This design comes from an exercise in tuning for small area, a short achievable clock period and few clock cycles per item on the open sky130 flow, not from production work.
Only simulation tests tie the RTL to the original design; equivalence was not proved.

build 40:
==> flow/design.v (excerpt) <==
module l3_gan (
    input               clk,
    input               rst,
    input               start,
    input  signed [15:0] x1,
    input  signed [15:0] x2,
    input  signed [15:0] x3,
    input  signed [15:0] x4,
    input  signed [16*4*4-1:0] L1_w,
    input  signed [16*4-1:0]   L1_b,
    input  signed [16*2*4-1:0] L2_w,
    input  signed [16*2-1:0]   L2_b,
    input  signed [16*1*2-1:0] L3_w,
    input  signed [16*1-1:0]   L3_b,
    input  signed [16*1*1-1:0] L4_w,
    input  signed [16*1-1:0]   L4_b,
    input  signed [16*1*1-1:0] L5_w,
    input  signed [16*1-1:0]   L5_b,
    input  signed [16*2*1-1:0] L6_w,
    input  signed [16*2-1:0]   L6_b,
    input  signed [16*4*2-1:0] L7_w,
    input  signed [16*4-1:0]   L7_b,
    input  signed [16*4*4-1:0] L8_w,
    input  signed [16*4-1:0]   L8_b,
    output signed [15:0] out1,
    output signed [15:0] out2,
    output signed [15:0] out3,
    output signed [15:0] out4,
    output reg           done
);
    reg        busy;
    reg  [3:0] step;           
    reg        dual;           
    reg  [63:0] wr;
    reg  [15:0] bar, bbr;      
    reg  [63:0] xr;
    reg  [14:0] o1, o2, o3;
    wire [14:0] y1, y2;
    l3_neuron neuron_inst (.x(xr), .w(wr), .ba(bar), .bb(bbr), .dual(dual),
                           .y1(y1), .y2(y2));
    wire [15:0] sel;
    wire [95:0] wsel;
    l3_wmux wmux_inst (
        .L1_w(L1_w), .L1_b(L1_b), .L2_w(L2_w), .L2_b(L2_b),
        .L3_w(L3_w), .L3_b(L3_b), .L4_w(L4_w), .L4_b(L4_b),
        .L5_w(L5_w), .L5_b(L5_b), .L6_w(L6_w), .L6_b(L6_b),
        .L7_w(L7_w), .L7_b(L7_b), .L8_w(L8_w), .L8_b(L8_b),
        .e(sel), .y(wsel));
    wire layer_end = (step == 4'd3) | (step == 4'd5) | (step == 4'd6) |
                     (step == 4'd7) | (step == 4'd8) | (step == 4'd9) |
                     (step == 4'd11) | (step == 4'd15);
    wire dup = (step == 4'd8) | (step == 4'd9);
    wire [3:0] step_nx = busy ? step + 4'd1 : 4'd0;
    genvar k;
    generate
        for (k = 0; k < 16; k = k + 1) begin : g_sel
            assign sel[k] = (step_nx == k);
        end
    endgenerate
    wire [59:0] o_nx = dual ? {y1, y2, o3, o2} : {y1, o3, o2, o1};
    always @(posedge clk or posedge rst) begin
        if (rst) begin
  ...
Size in the first run: roughly 4000 cells after synthesis, about 210 flip-flops, roughly 42000 sq um of cells after synthesis.
==> flow/config.mk <==
export PLATFORM = sky130hd
export DESIGN_NAME = l3_gan
export DESIGN_NICKNAME = l3_gan
export VERILOG_FILES = /design/flow/design.v
export SDC_FILE = /design/flow/constraint.sdc
export NUM_CORES = 4
export LEC_CHECK = 0
export CAP_MARGIN = 20
export CORE_AREA = 5 5 465 465
export DIE_AREA = 0 0 470 470
export PLACE_DENSITY = 0.7
export SETUP_SLACK_MARGIN = 4.5
export SLEW_MARGIN = 20
export SYNTH_HIERARCHICAL = 1
export SYNTH_MINIMUM_KEEP_SIZE = 0
==> flow/constraint.sdc <==
create_clock -name core_clock -period 12.0 [get_ports {clk}]
set_input_delay 2.4000 -clock core_clock [delete_from_list [all_inputs] [get_ports {clk}]]
set_output_delay 2.4000 -clock core_clock [all_outputs]
set_load 0.01 [all_outputs]
standard.sh (not shown) runs the stock make flow with config.mk's settings and CLKGATE_MAP_FILE= SYNTH_SCRIPT=/design/flow/synth_recipe.tcl, a recipe that flattens the netlist after the stock synthesis.
==> flow/flow/run.sh <==
#!/bin/bash
set -e
cp standard.sh standard.sh.txt
cp config.mk config.mk.txt
export BUFFER_PORTS_ARGS="-buffer_cell sky130_fd_sc_hd__buf_1"
bash standard.sh > standard.log 2>&1
Build 40 finished every step from synthesis to the final layout, and the layout passed the timing, design-rule and antenna checks.
Testbench counts of build 40, summed over its fixed seeds: cycles 28,800, items 1,600.
## Diff of input files: build 58 against build 40
# build 40
export LEC_CHECK = 0
export CAP_MARGIN = 20
export CORE_AREA = 5 5 465 465
export DIE_AREA = 0 0 470 470
export PLACE_DENSITY = 0.7
export SETUP_SLACK_MARGIN = 4.5
export SLEW_MARGIN = 20
export SYNTH_HIERARCHICAL = 1
export SYNTH_MINIMUM_KEEP_SIZE = 0
create_clock -name core_clock -period 12.0 [get_ports {clk}]
# build 58
export LEC_CHECK = 0
export CAP_MARGIN = 50
export CORE_AREA = 5 5 465 465
export DIE_AREA = 0 0 470 470
export SETUP_SLACK_MARGIN = 4.5
export SLEW_MARGIN = 50
export SYNTH_HIERARCHICAL = 1
export SYNTH_MINIMUM_KEEP_SIZE = 0
create_clock -name core_clock -period 12.0 [get_ports {clk}]
Findings:
- Build 40 -> build 58: final standard cell count with taps included and fillers excluded increased slightly
- Final area was higher in build 58 than in build 40.
- On transition at the pin with the smallest max-transition slack: between build 58 and build 40, it ends up lower for build 58.
- The fmax of build 40 and that of build 58 are within noise of each other.
- Detailed route wirelength on metal3, build 58 and build 40, lower one = build 58.
- Build 58 and build 40 ended up with roughly the same hold slack.
- Master of the slowest instance on the critical path: dfxtp_2 -> build 40, fa_1 -> build 58
Inputs modified between build 58 and build 21:
# build 58
export LEC_CHECK = 0
export CAP_MARGIN = 50
export CORE_AREA = 5 5 465 465
export DIE_AREA = 0 0 470 470
export SETUP_SLACK_MARGIN = 4.5
export SLEW_MARGIN = 50
export SYNTH_HIERARCHICAL = 1
export SYNTH_MINIMUM_KEEP_SIZE = 0
create_clock -name core_clock -period 12.0 [get_ports {clk}]
# build 21
export LEC_CHECK = 0
export CAP_MARGIN = 50
export CORE_MARGIN = 2
export CORE_UTILIZATION = 35
export SETUP_SLACK_MARGIN = 4.5
export SLEW_MARGIN = 50
export SYNTH_HIERARCHICAL = 1
export SYNTH_MINIMUM_KEEP_SIZE = 0
create_clock -name core_clock -period 12.0 [get_ports {clk}]
==> comparison <==
Diff build 21..build 58 | per-instance average area after synthesis | unchanged
Re area share of xor/xnor cells in the synthesized design: no difference whatsoever between build 21 and build 58.
Number of standard-cell rows in the floorplan (build 58 / build 21): 1.3
As far as fraction of registers with async set or reset after synthesis goes, build 21 and build 58 are indistinguishable; the numbers are identical.
In terms of synthesized cell count, build 21 and build 58 differ only marginally.
Build 21 did not finish; a tool error ended it in I/O pin placement (3_2_place_iop).
Input-level comparison between build 46 and build 21:
# build 21
export LEC_CHECK = 0
export CAP_MARGIN = 50
export CORE_MARGIN = 2
export CORE_UTILIZATION = 35
export SETUP_SLACK_MARGIN = 4.5
export SLEW_MARGIN = 50
export SYNTH_HIERARCHICAL = 1
export SYNTH_MINIMUM_KEEP_SIZE = 0
create_clock -name core_clock -period 12.0 [get_ports {clk}]
# build 46
export LEC_CHECK = 0
export CAP_MARGIN = 50
export CORE_MARGIN = 2
export CORE_UTILIZATION = 35
export SETUP_SLACK_MARGIN = 3.5
export SLEW_MARGIN = 50
export SYNTH_HIERARCHICAL = 1
export SYNTH_MINIMUM_KEEP_SIZE = 0
create_clock -name core_clock -period 12.0 [get_ports {clk}]
==> flow/run.sh (new file) <==
#!/bin/bash
# synth_recipe.tcl (not shown) runs the flow's synth.tcl, then flattens the netlist and writes it again
# the make line also repeats each setting of config.mk as NAME=value (left out here)
make -C /OpenROAD-flow-scripts/flow DESIGN_CONFIG=/design/flow/config.mk WORK_HOME=/design/flow/orfs CLKGATE_MAP_FILE= SYNTH_SCRIPT=/design/flow/synth_recipe.tcl finish
removed: flow/flow/run.sh
removed: flow/standard.sh
--- outcome ---
Build 46 terminated abnormally: I/O pin placement (3_2_place_iop) reported PPL-0024. Comparing build 21 against build 46, there is no change at all in number of placement rows. Compared with build 21, in build 46 area fraction in compound gates after synthesis essentially unchanged, overall die height now sits at about the same level, sequential element share of the synthesized area has remained practically unchanged, synthesized instance count stayed essentially flat, starting density of the core was more or less identical. Build 21 -> build 46: xor and xnor area share after synthesis delta 0, exact match. Reported for build 46 and build 21, summed instance area of the synthesized netlist turned out identical to the last digit. Die width: build 46 vs build 21 identical.

## afterwards: timing with drivers on the ports
In the flow no input, the clock included, has a driving cell. The finished layouts below were timed again as built, in two steps. Step 1, drivers: a clkbuf_16 drives clk and a buf_2 each remaining input, both assumed. Step 2 adds t to the input delays and takes it off the output delays; t is the mean of the earliest and latest rising clock arrival at the registers after step 1. Input paths then give back, and output paths get back, about the clock's delay inside the block. Three values: ideal ports, drivers, drivers and shift; two values: the first two.
run	t (ns)	setup slack, ns	worst hold slack (ns)	worst setup path at the end	pins driven straight from the clock port
build 40	0.672	3.789 / 3.789 / 3.789	0.605 / 0.605 / 0.605	register to register	1
build 58	0.665	3.783 / 3.783 / 3.783	0.605 / 0.605 / 0.605	register to register	1
After both steps setup and hold are still met in every run listed.
